This design comes from an exercise in tuning for small area, a short achievable clock period and few clock cycles on the open sky130 flow, not from production work. Function was checked by simulation only, so behaviour that the tests miss may differ from the original.

Setup of run 1:
==> module axi_lite_ctrl_wrapper, before the edit <==
module axi_lite_ctrl_wrapper (
    input  logic        clk,
    input  logic        rst_n,
    input  logic [31:0] s_axi_awaddr,
    input  logic        s_axi_awvalid,
    output logic        s_axi_awready,
    input  logic [31:0] s_axi_wdata,
    input  logic        s_axi_wvalid,
    output logic        s_axi_wready,
    output logic        s_axi_bvalid,
    output logic [1:0]  s_axi_bresp,
    input  logic        s_axi_bready,
    input  logic [31:0] s_axi_araddr,
    input  logic        s_axi_arvalid,
    output logic        s_axi_arready,
    output logic [31:0] s_axi_rdata,
    output logic [1:0]  s_axi_rresp,
    output logic        s_axi_rvalid,
    input  logic        s_axi_rready,
    output logic [31:0] cfg_m,
    output logic [31:0] cfg_k,
    output logic [31:0] cfg_n,
    input  logic        job_end       
);
    logic [31:1] ctrl_q;
    logic [31:0] cfg_m_q, cfg_k_q, cfg_n_q;
    logic [3:0]  wrote_q;     
    logic        done_q;
    logic        bvalid_q, bresp_q, awready_q, arready_q;
    logic        rpend_q, rvalid_q, rresp_q, rdone_q;
    logic [4:0]  rsel_q;      
    logic [31:0] rdata_q;
    wire wr = s_axi_awvalid & s_axi_wvalid & awready_q;
    wire [7:0] wa = s_axi_awaddr[7:0];
    wire full_ok = (s_axi_awaddr[31:5] == 27'd0) &&
                   (s_axi_awaddr[4:0] == 5'h00 || s_axi_awaddr[4:0] == 5'h08 ||
                    s_axi_awaddr[4:0] == 5'h0C || s_axi_awaddr[4:0] == 5'h10);
    wire [3:0] wsel = {wr && wa == 8'h10, wr && wa == 8'h0C, wr && wa == 8'h08, wr && wa == 8'h00};
    wire start = wsel[0] & s_axi_wdata[0];
    always_ff @(posedge clk or negedge rst_n) begin
        if (!rst_n)
            wrote_q <= '0;
        else
            wrote_q <= wrote_q | wsel;
    end
    always_ff @(posedge clk) begin
        if (wsel[0]) ctrl_q  <= s_axi_wdata[31:1];
        if (wsel[1]) cfg_m_q <= s_axi_wdata;
        if (wsel[2]) cfg_k_q <= s_axi_wdata;
        if (wsel[3]) cfg_n_q <= s_axi_wdata;
    end
    wire [31:1] ctrl_v  = wrote_q[0] ? ctrl_q  : '0;
    wire [31:0] cfg_m_v = wrote_q[1] ? cfg_m_q : '0;
    wire [31:0] cfg_k_v = wrote_q[2] ? cfg_k_q : '0;
    wire [31:0] cfg_n_v = wrote_q[3] ? cfg_n_q : '0;
    always_ff @(posedge clk or negedge rst_n) begin
        if (!rst_n) begin
            bvalid_q  <= 1'b0;
            awready_q <= 1'b1;
            bresp_q   <= 1'b0;
            done_q    <= 1'b0;
        end else begin
            if (wr) begin
                bvalid_q  <= 1'b1;
                awready_q <= 1'b0;
                bresp_q   <= ~full_ok;
            end else if (s_axi_bready) begin
                bvalid_q  <= 1'b0;
                awready_q <= 1'b1;
            end
            if (start)
                done_q <= 1'b0;
            else if (job_end)
                done_q <= 1'b1;
        end
    end
    wire ar = s_axi_arvalid & arready_q;
    wire rvalid_d = rpend_q | (rvalid_q & ~s_axi_rready);
    wire [7:0] ra = s_axi_araddr[7:0];
    always_ff @(posedge clk or negedge rst_n) begin
        if (!rst_n) begin
            rpend_q   <= 1'b0;
            rvalid_q  <= 1'b0;
            arready_q <= 1'b1;
        end else begin
            rpend_q   <= ar;
            rvalid_q  <= rvalid_d;
            arready_q <= ~ar & ~rvalid_d;
        end
    end
    always_ff @(posedge clk) begin
        if (ar) begin
            rsel_q  <= {ra == 8'h10, ra == 8'h0C, ra == 8'h08, ra == 8'h04, ra == 8'h00};
            rdone_q <= done_q;
        end
        if (rpend_q) begin
            rdata_q <= ({32{rsel_q[0]}} & {ctrl_v, 1'b0}) |
                       ({32{rsel_q[1]}} & {31'd0, rdone_q}) |
                       ({32{rsel_q[2]}} & cfg_m_v) |
                       ({32{rsel_q[3]}} & cfg_k_v) |
                       ({32{rsel_q[4]}} & cfg_n_v);
            rresp_q <= ~|rsel_q;
        end
    end
    assign s_axi_awready = awready_q;
    assign s_axi_wready  = awready_q;
    assign s_axi_bvalid  = bvalid_q;
    assign s_axi_bresp   = {bresp_q, 1'b0};
    assign s_axi_arready = arready_q;
    assign s_axi_rvalid  = rvalid_q;
    assign s_axi_rdata   = rdata_q;
    assign s_axi_rresp   = {rresp_q, 1'b0};
    assign cfg_m = cfg_m_v;
    assign cfg_k = cfg_k_v;
    assign cfg_n = cfg_n_v;
endmodule
clock: 11.0 ns
lec_check: 0
abc_area: 1
cap_margin: 20
core_margin: 2
core_utilization: 45
cts_buf_list: sky130_fd_sc_hd__clkbuf_16
cts_cluster_diameter: 120
cts_cluster_size: 22
slew_margin: 20
standard.sh (not shown) runs the stock make flow with config.mk's settings and CLKGATE_MAP_FILE= SYNTH_SCRIPT=/design/flow/synth_recipe.tcl, a recipe that flattens the netlist after the stock synthesis.
==> flow/flow/run.sh <==
#!/bin/bash
# The standard layout (the standard.sh), with three changes to how it is made:
#  - after the standard synthesis, flow/fapol.py removes inverters between full
#    adders by choosing for each full adder whether it computes its outputs or
#    their complements (a full adder with all inputs inverted gives both outputs
#    inverted); registers and all other logic are unchanged;
#  - the timing repair steps are asked to leave MARGIN ns of setup slack at
#    the design's clock period (flow/margin.txt);
#  - the port buffers are sky130_fd_sc_hd__buf_2 (ORFS otherwise picks a delay
#    cell); every port still gets its buffer.
# Logs: make_synth.log, fapol.log, make_finish.log here; each step's full log in orfs/logs/.
set -euo pipefail
MARGIN=$(cat flow/margin.txt)
KNOBS=(SETUP_SLACK_MARGIN=$MARGIN "BUFFER_PORTS_ARGS=-buffer_cell sky130_fd_sc_hd__buf_2")
bash standard.sh "${KNOBS[@]}" synth > make_synth.log 2>&1
R=orfs/results/${FLOW_PLATFORM}/axi_matrix_accelerator/base
cp $R/1_2_yosys.v std_1_2_yosys.v
python3 flow/fapol.py std_1_2_yosys.v $R/1_2_yosys.v > fapol.log 2>&1
rm -f $R/1_synth.odb $R/1_synth.sdc
bash standard.sh "${KNOBS[@]}" finish > make_finish.log 2>&1
Other scripts of this flow, unchanged in this note and not shown: flow/flow/fapol.py, flow/flow/margin.txt
Testbench counts of run 1, summed over its fixed seeds: cycles 9,492.
Edits applied to the flow inputs when going from run 1 to run 2:
--- a/flow/design.v
+++ b/flow/design.v
@@ -1384,25 +1384,34 @@
     logic [31:0] rdata_q;
     wire wr = s_axi_awvalid & s_axi_wvalid & awready_q;
     wire [7:0] wa = s_axi_awaddr[7:0];
     wire full_ok = (s_axi_awaddr[31:5] == 27'd0) &&
                    (s_axi_awaddr[4:0] == 5'h00 || s_axi_awaddr[4:0] == 5'h08 ||
                     s_axi_awaddr[4:0] == 5'h0C || s_axi_awaddr[4:0] == 5'h10);
-    wire [3:0] wsel = {wr && wa == 8'h10, wr && wa == 8'h0C, wr && wa == 8'h08, wr && wa == 8'h00};
-    wire start = wsel[0] & s_axi_wdata[0];
+    logic [3:0]  wsel_q;      
+    logic [31:0] wd_q;
+    wire start = wsel_q[0] & wd_q[0];
+    always_ff @(posedge clk or negedge rst_n) begin
+        if (!rst_n)
+            wsel_q <= '0;
+        else
+            wsel_q <= {wr && wa == 8'h10, wr && wa == 8'h0C, wr && wa == 8'h08, wr && wa == 8'h00};
+    end
+    always_ff @(posedge clk)
+        wd_q <= s_axi_wdata;
     always_ff @(posedge clk or negedge rst_n) begin
         if (!rst_n)
             wrote_q <= '0;
         else
-            wrote_q <= wrote_q | wsel;
+            wrote_q <= wrote_q | wsel_q;
     end
     always_ff @(posedge clk) begin
-        if (wsel[0]) ctrl_q  <= s_axi_wdata[31:1];
-        if (wsel[1]) cfg_m_q <= s_axi_wdata;
-        if (wsel[2]) cfg_k_q <= s_axi_wdata;
-        if (wsel[3]) cfg_n_q <= s_axi_wdata;
+        if (wsel_q[0]) ctrl_q  <= wd_q[31:1];
+        if (wsel_q[1]) cfg_m_q <= wd_q;
+        if (wsel_q[2]) cfg_k_q <= wd_q;
+        if (wsel_q[3]) cfg_n_q <= wd_q;
     end
     wire [31:1] ctrl_v  = wrote_q[0] ? ctrl_q  : '0;
     wire [31:0] cfg_m_v = wrote_q[1] ? cfg_m_q : '0;
     wire [31:0] cfg_k_v = wrote_q[2] ? cfg_k_q : '0;
     wire [31:0] cfg_n_v = wrote_q[3] ? cfg_n_q : '0;
     always_ff @(posedge clk or negedge rst_n) begin
Going from run 1 to run 2, hold slack shows a reduction of 8.8 ps; sequential cell count shows an increase of 36; worst setup slack after layout shows no meaningful change. Each of the runs, namely run 2 and run 1, reached the end of the flow and came out clean. Per the comparison of run 2 with run 1, initial antenna violation count saw an increase, global-route wire length before repair saw an increase, count of plain and timing-repair buffers saw a decrease.
Testbench counts of run 2, summed over its fixed seeds: cycles 9,492.

[what the ideal ports hide]
How much do the figures lean on ideal ports? The routed layouts below were timed once more, with nothing changed but the port constraints. Step 1, drivers: a clkbuf_16 drives clk and a buf_2 each remaining input, both assumed. Step 2 also shifts input and output timing later by t, the mid clock arrival at the registers, as if the neighbouring blocks saw the same clock. a / b / c = ideal / step 1 / step 2; a / b = the first two.
| run | t, ns | slack for setup (ns) | hold WS [ns] |
|---|---|---|---|
| run 1 | 0.665 | 7.159 / 7.159 / 6.899 | 0.473 / 0.473 / 0.473 |
| run 2 | 0.694 | 7.158 / 7.158 / 6.873 | 0.464 / 0.464 / 0.464 |
After both steps setup and hold are still met in every run listed. The setup slack of run 2, which loses most, moves by 0.000 ns with the drivers and by -0.285 ns with both steps.
